This is an optimization exercise on Yosys and OpenROAD, whose aim is small area, not a production implementation. Function was checked by simulation only, so behaviour that the tests miss may differ from the original. Power figures rest on the tool's default switching activity, not on a simulated workload.

[design/flow/standard.sh]
#!/bin/bash
# synth_recipe.tcl (not shown) runs the flow's synth.tcl, then flattens the netlist and writes it again
# the make line also repeats each setting of config.mk as NAME=value (left out here)
make -C /OpenROAD-flow-scripts/flow DESIGN_CONFIG=/design/flow/config.mk WORK_HOME=/design/flow/orfs CLKGATE_MAP_FILE= SYNTH_SCRIPT=/design/flow/synth_recipe.tcl "${@:-finish}"
[design/flow/design.v]
module stopwatch(input CLOCK, input rst, input tick, input SW1, SW0, SW2, SW3, SW4, input [3:0] layer, input [31:0] x, y, output [15:0] oled_data);
    reg [5:0] cnt;
    reg [3:0] u;
    reg [2:0] t;
    reg [2:0] m;
    reg r, g_, b;
    wire l5 = layer == 4'd5;
    wire act = tick & l5;
    wire top = cnt[5] & cnt[4] & cnt[1];
    always @(posedge CLOCK) begin
        if (rst | (act & SW1)) begin
            cnt <= 0; u <= 0; t <= 0; m <= 0;
        end else if (act & SW0) begin
            cnt <= top ? 6'd0 : cnt + 6'd1;
            if (top & ~m[2]) begin
                if (u[3] & u[0]) begin
                    u <= 0;
                    if (t[2] & t[0]) begin t <= 0; m <= m + 3'd1; end
                    else t <= t + 3'd1;
                end else u <= u + 4'd1;
            end
        end
    end
    wire [5:0] X = x[6:1];
    wire [4:0] Y = y[5:1];
    wire inrow = Y >= 5'd12 && Y <= 5'd18;
    wire ru = X >= 6'd31 && X <= 6'd35;
    wire rt = X >= 6'd24 && X <= 6'd28;
    wire rm = X >= 6'd15 && X <= 6'd19;
    wire [3:0] d = ru ? u : rt ? {1'b0, t} : {1'b0, m};
    wire [2:0] c = X[2:0] + {2'b00, ~rt};
    reg g;
    always @* begin
        case ({d, c, Y[2:0]})
            10'd5,
            10'd6,
            10'd7,
            10'd0,
            10'd1,
            10'd12,
            10'd10,
            10'd20,
            10'd18,
            10'd28,
            10'd26,
            10'd37,
            10'd38,
            10'd39,
            10'd32,
            10'd33,
            10'd69,
            10'd66,
            10'd77,
            10'd74,
            10'd84,
            10'd85,
            10'd86,
            10'd87,
            10'd80,
            10'd81,
            10'd82,
            10'd90,
            10'd98,
            10'd133,
            10'd129,
            10'd130,
            10'd140,
            10'd136,
            10'd138,
            10'd148,
            10'd151,
            10'd146,
            10'd156,
            10'd158,
            10'd154,
            10'd165,
            10'd162,
            10'd197,
            10'd193,
            10'd204,
            10'd202,
            10'd212,
            10'd215,
            10'd210,
            10'd220,
            10'd223,
            10'd218,
            10'd229,
            10'd230,
            10'd224,
            10'd225,
            10'd260,
            10'd261,
            10'd262,
            10'd263,
            10'd256,
            10'd264,
            10'd272,
            10'd285,
            10'd286,
            10'd287,
            10'd280,
            10'd281,
            10'd282,
            10'd288,
            10'd324,
            10'd325,
            10'd326,
            10'd327,
            10'd322,
            10'd332,
            10'd335,
            10'd330,
            10'd340,
            10'd343,
            10'd338,
            10'd348,
            10'd351,
            10'd346,
            10'd356,
            10'd352,
            10'd353,
            10'd389,
            10'd390,
            10'd391,
            10'd384,
            10'd385,
            10'd396,
            10'd399,
            10'd394,
            10'd404,
            10'd407,
            10'd402,
            10'd412,
            10'd415,
            10'd410,
            10'd420,
            10'd416,
            10'd417,
            10'd452,
            10'd460,
            10'd468,
            10'd471,
            10'd464,
            10'd465,
            10'd466,
            10'd476,
            10'd478,
            10'd484,
            10'd485,
            10'd517,
            10'd518,
            10'd512,
            10'd513,
            10'd524,
            10'd527,
            10'd522,
            10'd532,
            10'd535,
            10'd530,
            10'd540,
            10'd543,
            10'd538,
            10'd549,
            10'd550,
            10'd544,
            10'd545,
            10'd581,
            10'd582,
            10'd588,
            10'd591,
            10'd586,
            10'd596,
            10'd599,
            10'd594,
            10'd604,
            10'd607,
            10'd602,
            10'd613,
            10'd614,
            10'd608,
            10'd609,
            10'd1023: g = 1'b1;
            default: g = 1'b0;
        endcase
    end
    wire dig = inrow & (ru | rt | rm) & g;
    reg [52:0] trow;
    always @* begin
        case (y[5:0])
            6'd7: trow = 53'b10001001110011111000100010001001111001110011111001110;
            6'd8: trow = 53'b10001010001000100001010010001010001010001000100010001;
            6'd9: trow = 53'b10001000001000100010001010001010001010001000100000001;
            6'd10: trow = 53'b11111000001000100010001010001001111010001000100001110;
            6'd11: trow = 53'b10001000001000100011111010101000001010001000100010000;
            6'd12: trow = 53'b10001010001000100010001010101000001010001000100010001;
            6'd13: trow = 53'b10001001110000100000000001010000001001110000100001110;
            default: trow = 53'd0;
        endcase
    end
    wire [6:0] tx = x[6:0] - 7'd24;
    wire ttl = (x[6:0] >= 7'd24 && x[6:0] <= 7'd76 && trow[tx[5:0]]) || (y[5:0] == 6'd15 && x[6:0] >= 7'd23 && x[6:0] <= 7'd77);
    wire col = (x[6:0] == 7'd43 || x[6:0] == 7'd44) && (y[5:0] == 6'd27 || y[5:0] == 6'd28 || y[5:0] == 6'd33 || y[5:0] == 6'd34);
    wire lit = ttl | col | dig;
    wire s2 = SW2 & l5;
    wire s3 = ~SW2 & SW3 & l5;
    wire s4 = ~SW2 & ~SW3 & SW4 & l5;
    wire sd = ~(s2 | s3 | s4);
    always @(posedge CLOCK) begin
        if (rst) begin r <= 0; g_ <= 0; b <= 0; end
        else begin
            r <= lit ? (s2 | sd) : (s2 | s4);
            g_ <= lit ? sd : (s2 | s3);
            b <= lit ? (s3 | sd) : s4;
        end
    end
    assign oled_data = {{5{r}}, {6{g_}}, {5{b}}};
endmodule
[design/flow/config.mk]
export PLATFORM = sky130hd
export DESIGN_NAME = stopwatch
export DESIGN_NICKNAME = stopwatch
export VERILOG_FILES = /design/flow/design.v
export SDC_FILE = /design/flow/constraint.sdc
export NUM_CORES = 4
export LEC_CHECK = 0
export ABC_AREA = 1
export CAP_MARGIN = 20
export CORE_MARGIN = 2
export CORE_UTILIZATION = 40
export SLEW_MARGIN = 20
[design/flow/constraint.sdc]
create_clock -name core_clock -period 10.0 [get_ports {CLOCK}]
set_input_delay 2.0000 -clock core_clock [delete_from_list [all_inputs] [get_ports {CLOCK}]]
set_output_delay 2.0000 -clock core_clock [all_outputs]
set_load 0.01 [all_outputs]
[design/flow/flow/abc_area.script]
strash
dch -f
map -a
topo
[design/flow/flow/run.sh]
#!/bin/bash
# Own layout flow: the standard ORFS flow, with two changes:
#  1. synthesis uses an area-oriented ABC recipe (flow/abc_area.script) in place of ORFS's;
#     the rest of the synthesis script is ORFS's own, so registers keep their names and cells.
#  2. ports are buffered with sky130_fd_sc_hd__buf_1 instead of the buffer buffer_ports picks.
set -euo pipefail
W=$(pwd)
rm -rf "$W/scripts_mod"
cp -r "$FLOW_HOME/scripts" "$W/scripts_mod"
cp "$W/flow/abc_area.script" "$W/scripts_mod/abc_area.script"
SCRIPTS_DIR="$W/scripts_mod" bash standard.sh synth > "$W/flow_synth.log" 2>&1
BUFFER_PORTS_ARGS="-buffer_cell sky130_fd_sc_hd__buf_1" bash standard.sh > "$W/flow_layout.log" 2>&1
==> results.cfg, run 1 <==
[status]
status = no timing/DRC/antenna violations

[clocking]
numCtsBuffers = 3
clk_latency_ps = 250
cts_tree = yes
cts_buffer_depth = 2
h-tree-depth = 1
post_cts_resize_count = 0
clk_pin_slew_ps = 70
root_buffer = clkbuf_8
post_cts_buffers = 0
hold_buffers = 0
cts_sinks = 19

[finish]
fillers = 684
fin_area_mm2 = 0.00262
fin_nets = 547
diodes = 0
fin_util = 0.442
drive_above_1_share = 0.0196
area_growth_pct = 6.90

[synthesis]
yosysWarnings = 1
ys_ff_latch = 19
synthFlopType = dfxtp_1
synthDistinctLibCells = 33
syn-num-nets = 518
avgSynthCellArea_um2 = 5.68
synth_top_cell_area_share = 0.155
synthCells = 431
async_flop_share = 0
synth_common_cells = nor2_1 (86), clkinv_1 (81), nand2_1 (51)
synth_edf_count = 0
synth_top_area_cell = dfxtp_1
ys_top_cells_by_area = dfxtp_1 (16%), nor2_1 (13%), clkinv_1 (12%), nand2_1 (7.8%), o21ai_0 (7.2%)
syn_area_mm2 = 0.00245
ys_seq_area_frac = 0.155
synth_most_common_cell = nor2_1

[pwr]
p_leak_nw = 0.916
powerDensity_mw_per_mm2 = 77.3
vdd_ir_drop_max_uv = 57.4

[worst_setup_path]
cp_max_fo = 10
reg2reg_from = t[0]$_SDFFE_PP0P_
critPathRequiredTime_ps = 10170
worst_setup_path_end_kind = flip-flop
critPathLaunchType = input port
criticalPathCategory = in2reg
crit_arrival_ps = 6200
worstSetupStartpoint = x[3]

[route]
via_per_inst = 5.51
via_count = 2944
wirelength_um = 6710
ant_nets = 0
wl_per_cell_um = 12.6
drt_iter0_drc = 196
drc = 0
drt_first_pass_iters = 7

[placed_design]
dp_hpwl_um = 5460
gp_congestion = 0.921
place_area_mm2 = 0.00257
dpl_worst_slack_ps = 3800
portBuffers = 40

[floorplanning]
initial_utilization = 0.413
coreArea_mm2 = 0.00592
die_x_um = 82.2
dieArea_mm2 = 0.00676
die_y_um = 82.2
ioPinCount = 92
row_count = 28

[sta]
worst_slack_ps = 3970
max_slew_margin = 0.555
tns_ps = 0
worst_pin_slew_ps = 660
min_period_ps = 6030
rsz0062_at_grt = no
clock_skew_ps = 3.33
finalMaxSlewViolations = 0
period_share = 0.603
fmaxAchievable_mhz = 166
hold_viol = 0
setup_viol = 0

[global_routing]
grt-busiest-layer = met2
grt_max_degree = 11
grt.met1_usage = 0.283
grt_pass1_vias = 2619
use_met2 = 0.327
antenna_found_initial = 0
met3_usage = 0.0359
grt_pass1_wl_um = 11100
grt_overflow = 0
grt_usage = 0.202

[worst_hold_path]
hold_start = cnt[5]$_SDFFE_PP0P_
hp-class = reg2reg

[run]
max_cap_viol_count = 0
layer usage:
metal / routed length [um] / part of all wire / vias up
met5: 0 / 0 / -
met4: 65 / 0.0097 / 0
met3: 444 / 0.066 / 12
met2: 3040 / 0.45 / 120
met1: 3160 / 0.47 / 1305
li1: - / - / 1507
cells in the final DEF, fill, tap and decap left out, types with 3 or more instances in the layout:
cell,count
a211oi_1,3
a21oi_1,29
a221oi_1,3
a31oi_1,5
a32oi_1,3
buf_1,40
clkbuf_8,3
clkinv_1,81
dfxtp_1,19
ha_1,11
nand2_1,51
nand3_1,24
nand4_1,8
nor2_1,86
nor3_1,19
o211ai_1,6
o21a_1,4
o21ai_0,35
o22ai_1,4
o311ai_0,3
xor2_1,3
cells by family (layout without fill, tap and decap cells):
logic type      after synthesis  count (layout)  share of synthesized area
simple gates                195             195                      0.338
compound gates              106             106                      0.266
buf+inv                      97             125                      0.173
flops                        19              19                      0.155
fa+ha+maj                    11              11                     0.0562
xor+xnor                      3               3                     0.0107
sequential cells by signal, indices dropped and copies added, names as in the netlist:
| signal | count |
|---|---|
| cnt | 6 |
| r | 1 |
| b | 1 |
| u | 4 |
| t | 3 |
| g_ | 1 |
| m | 3 |
through the flow:
step | power, W | instances | hold slack [ps]
2_1_floorplan | 0.000135 | 431 | 426
3_3_place_gp | 0.000151 | 530 | 444
6_report | 0.000202 | 534 | 453
5_1_grt | 0.000218 | 534 | 491
4_1_cts | 0.000204 | 534 | 460
3_5_place_dp | 0.000151 | 530 | 449
where the power goes:
part | switching (W) | internal, W | leakage, nW
Clock | 0.0000234 | 0.0000283 | 0.0228
Combinational | 0.0000502 | 0.0000222 | 0.740
Sequential | 0.00000124 | 0.0000769 | 0.153
Total | 0.0000748 | 0.000127 | 0.916
worst paths after layout:
check,endpoint,slack [ps],cells after the start
worst max register to register,r$_SDFF_PP0_,7170,17
worst max-delay path,r$_SDFF_PP0_,3970,22
worst min-delay path,cnt[5]$_SDFFE_PP0P_,450,2
worst min register to register,cnt[5]$_SDFFE_PP0P_,450,2
final cells by class:
cell class                 count  area, um^2  area share
timing repair buffer          40         150      0.0574
clock buffer                   4        45.0      0.0172
sequential                    19         380       0.145
tap                           75        93.8      0.0359
multi-input combinational    315        1640       0.628
inverter                      81         304       0.116
critical path, cell delays in order:
cell,delay (ps)
buf_1,320
clkinv_1,390
ha_1,330
or2_2,270
nand3_1,210
ha_1,310
clkinv_1,180
nor2_1,260
clkinv_1,130
nor2_1,200
nor2_1,110
o21ai_0,150
nor2_1,120
nor3_1,230
a21oi_1,70
nand4_1,140
o211ai_1,90
a311oi_1,270
nor2_1,120
clkinv_1,70
nand2_1,60
a31oi_1,160
==> run 2, diff against run 1 <==
==> design/flow/run.sh (new file) <==
#!/bin/bash
# synth_recipe.tcl (not shown) runs the flow's synth.tcl, then flattens the netlist and writes it again
# the make line also repeats each setting of config.mk as NAME=value (left out here)
make -C /OpenROAD-flow-scripts/flow DESIGN_CONFIG=/design/flow/config.mk WORK_HOME=/design/flow/orfs CLKGATE_MAP_FILE= SYNTH_SCRIPT=/design/flow/synth_recipe.tcl finish
--- a/design/flow/config.mk
+++ b/design/flow/config.mk
@@ -5,7 +5,6 @@
 export SDC_FILE = /design/flow/constraint.sdc
 export NUM_CORES = 4
 export LEC_CHECK = 0
-export ABC_AREA = 1
 export CAP_MARGIN = 20
 export CORE_MARGIN = 2
 export CORE_UTILIZATION = 40
removed: design/flow/flow/run.sh
removed: design/flow/flow/abc_area.script
removed: design/flow/standard.sh
==> run 2 against run 1 <==
Net effect: sequential share of layout area fell by 2.9 points; critical endpoint unchanged; critical path depth fell by 4; via count rose by 3.4%; first-iteration DRC count rose by 30%; final cell count fell by 3.6%; critical path type unchanged; combinational power rose by 42%.
==> results.cfg, run 2 <==
[status]
status = no timing/DRC/antenna violations

[route]
ant_nets = 0
drt_iter0_drc = 254
via_count = 3043
wirelength_um = 7730
wl_per_cell_um = 15.0
via_per_inst = 5.91
drc = 0
drt_first_pass_iters = 5

[pwr]
vdd_ir_drop_max_uv = 55.8
p_leak_nw = 1.09
powerDensity_mw_per_mm2 = 71.3

[global_routing]
grt_overflow = 0
grt_usage = 0.192
grt_pass1_vias = 2670
antenna_found_initial = 0
grt_max_degree = 44
grt_pass1_wl_um = 12700

[sta]
max_slew_margin = 0.347
fmaxAchievable_mhz = 155
clock_skew_ps = 5.43
rsz0062_at_grt = no
min_period_ps = 6440
finalMaxSlewViolations = 0
worst_pin_slew_ps = 972
tns_ps = 0
period_share = 0.644
setup_viol = 0
hold_viol = 0

[finish]
reg_top3 = cnt x6, u x4
layout_commonest_cell = nor2_1
drive_above_1_share = 0.0601
largest_reg_flops = 6
final_cell_mix = nor2_1 (41), clkdlybuf4s50_1 (40), nand2_1 (33)
fin_nets = 504
largest_register = cnt
diodes = 0
fin_area_mm2 = 0.00327
area_growth_pct = 11.7

[synthesis]
ys_seq_area_frac = 0.130
synthCells = 418
synth_most_common_cell = nor2_1
synth_edf_count = 0
synth_top_cell_area_share = 0.130
syn_area_mm2 = 0.00293
avgSynthCellArea_um2 = 7.01
synthFlopType = dfxtp_1
syn-num-nets = 505
ys_ff_latch = 19
synth_common_cells = nor2_1 (41), nand2_1 (33), clkbuf_1 (24)
synthDistinctLibCells = 75
synth_top_area_cell = dfxtp_1
ys_top_cells_by_area = dfxtp_1 (13%), nor2_1 (5.2%), ha_1 (4.7%), nand2_1 (4.2%), buf_4 (4.1%)
async_flop_share = 0
yosysWarnings = 1

[worst_setup_path]
critPathRequiredTime_ps = 10130
ff2ff_path_depth = 10
critical_path.slowest_cell = clkdlybuf4s50_1
path_cells = clkdlybuf4s50_1 -> inv_1 -> ha_1 -> or2_1 -> o211a_4 -> inv_4 -> ha_1 -> ha_1 -> xor2_1 -> nand2_1 -> nor4_1 -> nand3_1 -> a21oi_1 -> a2111oi_4 -> o211ai_2 -> nor2_4 -> nor4_1 -> a211oi_2
critPathMostFrequentCell = ha_1
reg2reg_from = t[0]$_SDFFE_PP0P_
slowest_delay_ps = 790
cp_max_fo = 12
critPathLaunchType = input port
r2r_setup_slack_ps = 7390
criticalPathCategory = in2reg
path_buf_inv = 3
crit_family = buffers and inverters
reg2reg_to = r$_SDFF_PP0_
crit_arrival_ps = 6570
worst_setup_path_end_kind = flip-flop

[clocking]
clk_latency_ps = 250
cts_tree = yes
post_cts_buffers = 0
root_buffer = clkbuf_8
h-tree-depth = 1
post_cts_resize_count = 0
cts_sinks = 19
cts_buffer_depth = 2
hold_buffers = 0
clk_pin_slew_ps = 70
numCtsBuffers = 3

[floorplanning]
ioPinCount = 92
coreArea_mm2 = 0.00718
initial_utilization = 0.409
row_count = 31
dieArea_mm2 = 0.00803
die_x_um = 89.6
die_y_um = 89.6

[worst_hold_path]
hp-class = reg2reg
hold_start = m[2]$_SDFFE_PP0P_
whs_endpoint = m[2]$_SDFFE_PP0P_
min_path_cells = 2

[placed_design]
place_area_mm2 = 0.00323
dp_hpwl_um = 5580
gp_congestion = 0.889
portBuffers = 40

[run]
max_cap_viol_count = 0
-- run 2: cell types whose count changed in the layout (fill, tap and decap cells not counted), sizes merged, moves of 8 or more --
cell and delta:
buf -36, nor3 -8, nand2b +12, nand2 -18
inv +9, clkdlybuf4s50 +40, nor2 -43, xnor2 +9
nor2b +11, o21ai -14, clkinv -81
-- run 2: stage by stage --
stage | instances | util | setup WS (ps) | power, W | hold slack [ps]
after CTS | 515 | 0.456 | 3610 | 0.000234 | 514
after global placement | 511 | 0.450 | 3310 | 0.000181 | 496
after floorplan | 418 | - | 4730 | 0.000153 | 463
after global routing | 515 | 0.456 | 3280 | 0.000248 | 561
after detailed placement | 511 | 0.450 | 3340 | 0.000181 | 498
final | 515 | 0.456 | 3560 | 0.000233 | 516
-- run 2: final cells by class --
class / count / area [um^2]
fill: 731 / 3900
sequential: 19 / 380
multi-input combinational: 340 / 2260
inverter: 9 / 36.3
clock buffer: 4 / 45.0
timing repair buffer: 44 / 430
tap: 99 / 124
-- run 2: cell families after synthesis --
| group | after synthesis | share of synthesized area |
|---|---|---|
| flops | 19 | 0.130 |
| simple gates | 176 | 0.319 |
| mux | 9 | 0.0333 |
| fa+ha+maj | 11 | 0.0469 |
| compound gates | 126 | 0.318 |
| buf+inv | 59 | 0.0999 |
| xor+xnor | 18 | 0.0538 |
-- run 2: tightest hold or removal path, stage by stage, from the launching register on --
cell	delay, ps
dfxtp_1	360
a41oi_1	50
nor2_1	70
-- run 2: how the worst max path moves through the flow --
stage	startpoint	end	slack (ps)	cells past startpoint
2_1_floorplan	x[3]	r$_SDFF_PP0_	4730	18
3_3_place_gp	x[3]	r$_SDFF_PP0_	3310	18
3_5_place_dp	x[3]	r$_SDFF_PP0_	3340	18
4_1_cts	x[3]	r$_SDFF_PP0_	3610	18
5_1_grt	x[3]	r$_SDFF_PP0_	3280	18
6_report	x[3]	r$_SDFF_PP0_	3560	18
-- run 2: layer usage --
layer,vias to the layer above,wire (um),global-route usage
li1,1532,-,-
met1,1408,3720,0.290
met2,99,3590,0.303
met3,4,381,0.0110
met4,0,45,0.0353
met5,-,0,0
-- run 2: power breakdown --
part | internal, W | switching, W
sequential | 0.0000767 | 0.00000116
combinational | 0.0000448 | 0.0000584
clock | 0.0000283 | 0.0000241
total | 0.000150 | 0.0000837

## re-timing with driven ports
No port has a modelled driver above. Below, the same layouts with a new extraction and two added sets of constraints. Step 1 (the two cells are an assumption about what drives the block):
set clk [get_ports {CLOCK}]
set_driving_cell -lib_cell sky130_fd_sc_hd__clkbuf_16 $clk
set_driving_cell -lib_cell sky130_fd_sc_hd__buf_2 [delete_from_list [all_inputs] $clk]
Step 2 moves the port delays by t, midway between the first and last clock arrival at a register: inputs arrive t later, outputs are due t later. That takes back most of the time a late clock gives input paths. a / b / c = ideal ports / drivers / drivers and shift; a / b = the first two.
run | t, ns | setup WS [ns] | worst setup path after step 2
run 1 | 0.274 | 3.974 / 3.974 / 3.701 | input to register
run 2 | 0.274 | 3.560 / 3.560 / 3.286 | input to register
After both steps setup and hold are still met in every run listed. The setup slack of run 2, which loses most, moves by 0.000 ns with the drivers and by -0.274 ns with both steps.
